Background: an optimization exercise with open tools, aiming at a short achievable clock period and few clock cycles. Do not read the settings as production practice.
Function was checked by simulation only, so behaviour that the tests miss may differ from the original.
Power is estimated from default activity; no workload was simulated.

==> flow/design.v <==
module ALU(
    input  [31:0] a,
    input  [31:0] b,
    input         op_add, op_sub, op_sll, op_srl, op_xor, op_or, op_and,
    output [31:0] y
);
wire [31:0] sum = a + b;
wire [31:0] dif = a - b;
wire        big = |b[31:5];
wire [31:0] shl = big ? 32'b0 : a << b[4:0];
wire [31:0] shr = big ? 32'b0 : a >> b[4:0];
assign y = ({32{op_add}} & sum) | ({32{op_sub}} & dif) |
           ({32{op_sll}} & shl) | ({32{op_srl}} & shr) |
           ({32{op_xor}} & (a ^ b)) | ({32{op_or}} & (a | b)) |
           ({32{op_and}} & (a & b));
endmodule
module RISCV(
    input clk, rst_n,
    output [31:0] imem_addr,
    input  [31:0] imem_rdata,
    output [31:0] dmem_addr,
    output [31:0] dmem_wdata,
    output        dmem_we,
    input  [31:0] dmem_rdata
);
function [6:0] opc(input [31:0] w); opc = w[6:0]; endfunction
function f_r (input [31:0] w); f_r  = w[6:0] == 7'b0110011; endfunction
function f_i (input [31:0] w); f_i  = w[6:0] == 7'b0010011; endfunction
function f_ld(input [31:0] w); f_ld = w[6:0] == 7'b0000011; endfunction
function f_st(input [31:0] w); f_st = w[6:0] == 7'b0100011; endfunction
function f_br(input [31:0] w); f_br = w[6:0] == 7'b1100011; endfunction
function f_u1(input [31:0] w); f_u1 = f_r(w) | f_i(w) | f_ld(w) | f_st(w) | f_br(w); endfunction
function f_u2(input [31:0] w); f_u2 = f_r(w) | f_st(w) | f_br(w); endfunction
function f_wr(input [31:0] w); f_wr = f_r(w) | f_i(w) | f_ld(w); endfunction
function f_mem(input [31:0] w); f_mem = f_ld(w) | f_st(w); endfunction
reg [31:0] pc_f;
reg        v0_d, v1_d, p0_d, p1_d;
reg [31:0] ir0_d, ir1_d, pc_d;
reg        vA_x, vB_x, vM_x, vR_x;
reg [4:0]  rdA_x, rdB_x, rdL_x;
reg [6:0]  opA_x, opB_x;
reg [31:0] aA_x, bA_x, aB_x, bB_x;
reg [1:0]  faA_x, fbA_x, faB_x, fbB_x;    
reg        ld_x, st_x;
reg [31:0] aM_x, iM_x, sM_x;
reg [1:0]  faM_x, fsM_x;
reg        beq_x, bne_x, blt_x, pred_x, ok_x, isbr_x;
reg [31:0] aR_x, bR_x, alt_x, pcR_x, tgt_x;
reg [1:0]  faR_x, fbR_x;
reg        wA_m, wB_m, wL_m, we_m, upd_m, set_m;
reg [4:0]  rdA_m, rdB_m, rdL_m, bidx_m;
reg [31:0] resA_m, resB_m, addr_m, wd_m;
reg [2:0]  btag_m;
reg [7:0]  btgt_m;
reg [31:0] rf [0:31];
reg [31:0] bv;
reg [2:0]  btag [0:31];
reg [7:0]  btgt [0:31];
reg [63:0] icv;
reg [1:0]  ict [0:63];
reg [31:0] icd [0:63];
wire mis, stall;
assign imem_addr = pc_f;
wire [31:0] w0   = imem_rdata;
wire [31:0] pc4f = pc_f + 32'd4;
wire        lo0  = ~|pc_f[31:10] & ~|pc_f[1:0];
wire        lo1  = ~|pc4f[31:10] & ~|pc4f[1:0];
wire [5:0]  ci   = pc4f[7:2];
wire        ich  = icv[ci] & (ict[ci] == pc4f[9:8]) & lo1;
wire [31:0] w1   = icd[ci];
wire [4:0]  bi0  = pc_f[6:2];
wire [4:0]  bi1  = pc4f[6:2];
wire        bp0  = bv[bi0] & (btag[bi0] == pc_f[9:7]) & lo0;
wire        bp1  = bv[bi1] & (btag[bi1] == pc4f[9:7]) & lo1;
wire [31:0] bt0  = {22'b0, btgt[bi0], 2'b00};
wire [31:0] bt1  = {22'b0, btgt[bi1], 2'b00};
wire raw  = f_wr(w0) & ((f_u1(w1) & w1[19:15] == w0[11:7]) | (f_u2(w1) & w1[24:20] == w0[11:7]));
wire waw  = f_wr(w0) & f_wr(w1) & (w1[11:7] == w0[11:7]);
wire dual = ich & ~bp0 & ~f_br(w0) & ~(f_mem(w0) & f_mem(w1)) & ~raw & ~waw;
always @(posedge clk or negedge rst_n) begin
    if (!rst_n) begin
        pc_f <= 32'b0;
        v0_d <= 1'b0;
        v1_d <= 1'b0;
        p0_d <= 1'b0;
        p1_d <= 1'b0;
    end else if (mis) begin
        pc_f <= alt_x;
        v0_d <= 1'b0;
        v1_d <= 1'b0;
    end else if (!stall) begin
        if (bp0)
            pc_f <= bt0;
        else if (dual)
            pc_f <= bp1 ? bt1 : pc_f + 32'd8;
        else
            pc_f <= pc4f;
        v0_d <= 1'b1;
        v1_d <= dual;
        p0_d <= bp0;
        p1_d <= dual & bp1;
    end
end
always @(posedge clk) begin
    if (!stall) begin
        ir0_d <= w0;
        ir1_d <= w1;
        pc_d  <= pc_f;
    end
end
always @(posedge clk or negedge rst_n) begin
    if (!rst_n)
        icv <= 64'b0;
    else if (lo0)
        icv[pc_f[7:2]] <= 1'b1;
end
always @(posedge clk) begin
    if (lo0) begin
        ict[pc_f[7:2]] <= pc_f[9:8];
        icd[pc_f[7:2]] <= w0;
    end
end
wire [31:0] i0 = ir0_d, i1 = ir1_d;
wire [4:0] rs1_0 = i0[19:15], rs2_0 = i0[24:20], rd_0 = i0[11:7];
wire [4:0] rs1_1 = i1[19:15], rs2_1 = i1[24:20], rd_1 = i1[11:7];
wire al0 = v0_d & (f_r(i0) | f_i(i0));
wire al1 = v1_d & (f_r(i1) | f_i(i1));
wire mm0 = v0_d & f_mem(i0);
wire mm1 = v1_d & f_mem(i1);
wire rb0 = v0_d & (f_br(i0) | p0_d);
wire rb1 = v1_d & (f_br(i1) | p1_d);
function [31:0] rd_reg(input [4:0] r);
    begin
        if (wL_m && rdL_m == r)      rd_reg = dmem_rdata;
        else if (wB_m && rdB_m == r) rd_reg = resB_m;
        else if (wA_m && rdA_m == r) rd_reg = resA_m;
        else                         rd_reg = rf[r];
    end
endfunction
wire [31:0] r1_0 = rd_reg(rs1_0), r2_0 = rd_reg(rs2_0);
wire [31:0] r1_1 = rd_reg(rs1_1), r2_1 = rd_reg(rs2_1);
function [1:0] fw(input [4:0] r);
    fw = {vB_x & rdB_x == r, vA_x & rdA_x == r};
endfunction
wire lu0 = v0_d & ((f_u1(i0) & rs1_0 == rdL_x) | (f_u2(i0) & rs2_0 == rdL_x));
wire lu1 = v1_d & ((f_u1(i1) & rs1_1 == rdL_x) | (f_u2(i1) & rs2_1 == rdL_x));
assign stall = vM_x & ld_x & (lu0 | lu1);
wire go = ~mis & ~stall;
function [6:0] aluop(input [31:0] w);
    reg [2:0] f3;
    begin
        f3 = w[14:12];
        aluop[0] = f3 == 3'b010 | f3 == 3'b011 | (f3 == 3'b000 & ~(f_r(w) & w[30]));
        aluop[1] = f3 == 3'b000 & f_r(w) & w[30];
        aluop[2] = f3 == 3'b001;
        aluop[3] = f3 == 3'b101;
        aluop[4] = f3 == 3'b100;
        aluop[5] = f3 == 3'b110;
        aluop[6] = f3 == 3'b111;
    end
endfunction
function [31:0] immi(input [31:0] w); immi = {{20{w[31]}}, w[31:20]}; endfunction
function [31:0] imms(input [31:0] w); imms = {{20{w[31]}}, w[31:25], w[11:7]}; endfunction
function [31:0] immb(input [31:0] w); immb = {{20{w[31]}}, w[7], w[30:25], w[11:8], 1'b0}; endfunction
wire        sM   = ~mm0;
wire [31:0] iM   = sM ? i1 : i0;
wire        sR   = ~rb0;
wire [31:0] iR   = sR ? i1 : i0;
wire        pR   = sR ? p1_d : p0_d;
wire [31:0] pcR  = sR ? pc_d + 32'd4 : pc_d;
wire [31:0] tgt  = pcR + immb(iR);
wire [2:0]  f3R  = iR[14:12];
wire        brR  = f_br(iR);
always @(posedge clk or negedge rst_n) begin
    if (!rst_n) begin
        vA_x <= 1'b0; vB_x <= 1'b0; vM_x <= 1'b0; vR_x <= 1'b0;
    end else begin
        vA_x <= go & al0;
        vB_x <= go & al1;
        vM_x <= go & (mm0 | mm1);
        vR_x <= go & (rb0 | rb1);
    end
end
always @(posedge clk) begin
    if (!stall) begin
        rdA_x <= rd_0;
        opA_x <= aluop(i0);
        aA_x  <= r1_0;
        bA_x  <= f_r(i0) ? r2_0 : immi(i0);
        faA_x <= fw(rs1_0);
        fbA_x <= f_r(i0) ? fw(rs2_0) : 2'b00;
        rdB_x <= rd_1;
        opB_x <= aluop(i1);
        aB_x  <= r1_1;
        bB_x  <= f_r(i1) ? r2_1 : immi(i1);
        faB_x <= fw(rs1_1);
        fbB_x <= f_r(i1) ? fw(rs2_1) : 2'b00;
        rdL_x <= iM[11:7];
        ld_x  <= f_ld(iM);
        st_x  <= f_st(iM);
        aM_x  <= sM ? r1_1 : r1_0;
        sM_x  <= sM ? r2_1 : r2_0;
        iM_x  <= f_st(iM) ? imms(iM) : immi(iM);
        faM_x <= fw(iM[19:15]);
        fsM_x <= fw(iM[24:20]);
        beq_x  <= brR & f3R == 3'b000;
        bne_x  <= brR & f3R == 3'b001;
        blt_x  <= brR & f3R == 3'b100;
        isbr_x <= brR;
        pred_x <= pR;
        aR_x   <= sR ? r1_1 : r1_0;
        bR_x   <= sR ? r2_1 : r2_0;
        faR_x  <= fw(iR[19:15]);
        fbR_x  <= fw(iR[24:20]);
        alt_x  <= pR ? pcR + 32'd4 : tgt;
        pcR_x  <= pcR;
        tgt_x  <= tgt;
        ok_x   <= ~|pcR[31:10] & ~|pcR[1:0] & ~|tgt[31:10] & ~|tgt[1:0];
    end
end
function [31:0] fsel(input [1:0] f, input [31:0] v);
    fsel = f[1] ? resB_m : (f[0] ? resA_m : v);
endfunction
wire [31:0] aA = fsel(faA_x, aA_x), bA = fsel(fbA_x, bA_x);
wire [31:0] aB = fsel(faB_x, aB_x), bB = fsel(fbB_x, bB_x);
wire [31:0] aM = fsel(faM_x, aM_x), sM_v = fsel(fsM_x, sM_x);
wire [31:0] aR = fsel(faR_x, aR_x), bR = fsel(fbR_x, bR_x);
wire [31:0] resA, resB;
ALU aluA (aA, bA, opA_x[0], opA_x[1], opA_x[2], opA_x[3], opA_x[4], opA_x[5], opA_x[6], resA);
ALU aluB (aB, bB, opB_x[0], opB_x[1], opB_x[2], opB_x[3], opB_x[4], opB_x[5], opB_x[6], resB);
wire [31:0] addr = aM + iM_x;
wire [31:0] difR = aR - bR;
wire        eqR  = aR == bR;
wire taken = (beq_x & eqR) | (bne_x & ~eqR) | (blt_x & difR[31]);
assign mis = vR_x & (pred_x ? ~taken : taken);
assign dmem_addr  = addr_m;
assign dmem_wdata = wd_m;
assign dmem_we    = we_m;
always @(posedge clk or negedge rst_n) begin
    if (!rst_n) begin
        wA_m <= 1'b0; wB_m <= 1'b0; wL_m <= 1'b0; we_m <= 1'b0; upd_m <= 1'b0; set_m <= 1'b0;
    end else begin
        wA_m  <= vA_x;
        wB_m  <= vB_x;
        wL_m  <= vM_x & ld_x;
        we_m  <= vM_x & st_x;
        upd_m <= vR_x & isbr_x & ((taken & ok_x) | (pred_x & ~taken));
        set_m <= taken;
    end
end
always @(posedge clk) begin
    rdA_m  <= rdA_x;
    rdB_m  <= rdB_x;
    rdL_m  <= rdL_x;
    resA_m <= resA;
    resB_m <= resB;
    if (vM_x)
        addr_m <= addr;
    if (vM_x & st_x)
        wd_m <= sM_v;
    bidx_m <= pcR_x[6:2];
    btag_m <= pcR_x[9:7];
    btgt_m <= tgt_x[9:2];
end
integer i;
always @(posedge clk or negedge rst_n) begin
    if (!rst_n) begin
        for (i = 0; i < 32; i = i + 1)
            rf[i] <= 32'b0;
    end else begin
        for (i = 0; i < 32; i = i + 1) begin
            if (wL_m && rdL_m == i)
                rf[i] <= dmem_rdata;
            else if (wB_m && rdB_m == i)
                rf[i] <= resB_m;
            else if (wA_m && rdA_m == i)
                rf[i] <= resA_m;
        end
    end
end
always @(posedge clk or negedge rst_n) begin
    if (!rst_n)
        bv <= 32'b0;
    else if (upd_m)
        bv[bidx_m] <= set_m;
end
always @(posedge clk) begin
    if (upd_m & set_m) begin
        btag[bidx_m] <= btag_m;
        btgt[bidx_m] <= btgt_m;
    end
end
endmodule
==> flow/flow/run.sh <==
#!/bin/bash
# Standard ORFS layout; repair aims for extra setup slack beyond the 11.5 ns clock.
set -eo pipefail
bash standard.sh SETUP_SLACK_MARGIN=7.5 finish > make_finish.log 2>&1
==> flow/standard.sh <==
#!/bin/bash
# synth_recipe.tcl (not shown) runs the flow's synth.tcl, then flattens the netlist and writes it again
# the make line also repeats each setting of config.mk as NAME=value (left out here)
make -C /OpenROAD-flow-scripts/flow DESIGN_CONFIG=/design/flow/config.mk WORK_HOME=/design/flow/orfs CLKGATE_MAP_FILE= SYNTH_SCRIPT=/design/flow/synth_recipe.tcl "${@:-finish}"
==> flow/config.mk <==
export PLATFORM = sky130hd
export DESIGN_NAME = RISCV
export DESIGN_NICKNAME = RISCV
export VERILOG_FILES = /design/flow/design.v
export SDC_FILE = /design/flow/constraint.sdc
export NUM_CORES = 4
export LEC_CHECK = 0
export CAP_MARGIN = 20
export CORE_MARGIN = 2
export CORE_UTILIZATION = 40
export PLACE_DENSITY = 0.6
export SLEW_MARGIN = 20
==> flow/constraint.sdc <==
create_clock -name core_clock -period 11.5 [get_ports {clk}]
set_input_delay 2.3000 -clock core_clock [delete_from_list [all_inputs] [get_ports {clk}]]
set_output_delay 2.3000 -clock core_clock [all_outputs]
set_load 0.01 [all_outputs]
==> run summary <==
## kinds of logic after synthesis
kind of cell	after synthesis	synth area share [%]
compound gates	6700	18.0
xor+xnor	394	1.45
fa+ha+maj	296	1.55
buf+inv	2422	3.95
flops	4318	51.0
mux	2329	14.0
simple gates	5625	10.0
## synthesized netlist by cell type, drive strengths merged (134+ instances only)
cell,number
edfxtp,3057
nand2,2785
o21ai,2027
clkbuf,1673
a21oi,1509
nor2,1480
mux2i,1340
dfrtp,1166
mux4,816
a22oi,678
a221oi,674
a22o,648
buf,503
nand3,386
nand4,339
ha,288
inv,238
xnor2,222
o22ai,187
mux2,173
xor2,170
nor3,135
o32ai,134
## per-layer routing
layer | GRT overflow | GRT usage (%)
met3 | 0 | 33.4
met4 | 0 | 47.3
met2 | 0 | 66.2
met5 | 0 | 21.0
met1 | 1 | 55.6
## worst max path at each step
stage,startpoint,endpoint
after floorplan,pc_f[2],pc_f[26]
after global placement,pc_f[3],pc_f[28]
after detailed placement,pc_f[3],pc_f[26]
after CTS,pc_f[2],pc_f[26]
## through the flow
step / total power [W] / util [%]
CTS: 0.0641 / 47.8
detailed placement: 0.0442 / 42.3
global placement: 0.0442 / 42.2
floorplan: 0.0325 / -
## power by group through the flow
stage	clock [W]	combinational [W]	sequential, W
after floorplan	0	0.0136	0.0189
after global placement	0	0.0247	0.0196
after detailed placement	0	0.0246	0.0195
after CTS	0.0159	0.0289	0.0193
## timing repair
item	CTS
endpoints found under the setup margin	3276
buffers inserted	710
pin swaps	418
resized for setup	2364
gates cloned	104
==> flow_metrics.py <==
metrics = {
    "status": {
        "outcome": "aborted with a tool error",
        "failing_step": "global routing (5_1_grt)",
        "error_message": "[ERROR GRT-0232] Routing congestion too high. Check the congestion heatmap in the GUI.",
    },
    "global_routing": {
        "grt_max_degree": 146,
        "grt.overflow.total": 1,
        "grt_usage_pct": 51.7,
    },
    "yosys": {
        "yosysWarnings": 2,
        "syn-cell-area_sq_um": 241000,
        "yosysTopAreaCell": "edfxtp_1",
        "ys_ff_latch": 4318,
        "synth.top_cell.area_share_pct": 38.1,
        "syn_area_per_cell_sq_um": 10.9,
        "synthArstFlopShare_pct": 27.0,
        "netlist_instances": 22084,
        "seq_area_frac_synth_pct": 51.0,
        "synth-edff-count": 3057,
        "synth_ff_type": "edfxtp_1",
        "synthTopCellsByArea": "edfxtp_1 38%, dfrtp_1 12%, mux4_2 7.6%",
        "ys_types": 108,
        "synth.net_count": 22444,
    },
    "cts": {
        "cts_made_buffers": 466,
        "clkSinkCount": 4318,
        "cts_buffer_depth": 4,
        "ctsRootBufferMaster": "clkbuf_16",
        "ctsHoldBuffers": 0,
        "cts_htree_levels": 5,
    },
    "placed_design": {
        "hpwl_microns": 884000,
        "dp_cells": 29014,
        "dp_slack_ps": 3810,
        "io_buffers": 162,
        "dpl-instance-area_sq_um": 254000,
        "gp_congestion": 1.14,
    },
    "die": {
        "start_util_pct": 40.1,
        "fp.dieH_microns": 780,
        "io_pins": 163,
        "fp-row-count": 285,
        "die_w_microns": 780,
    },
}
Testbench counts, summed over its fixed seeds: cycles 23,903.
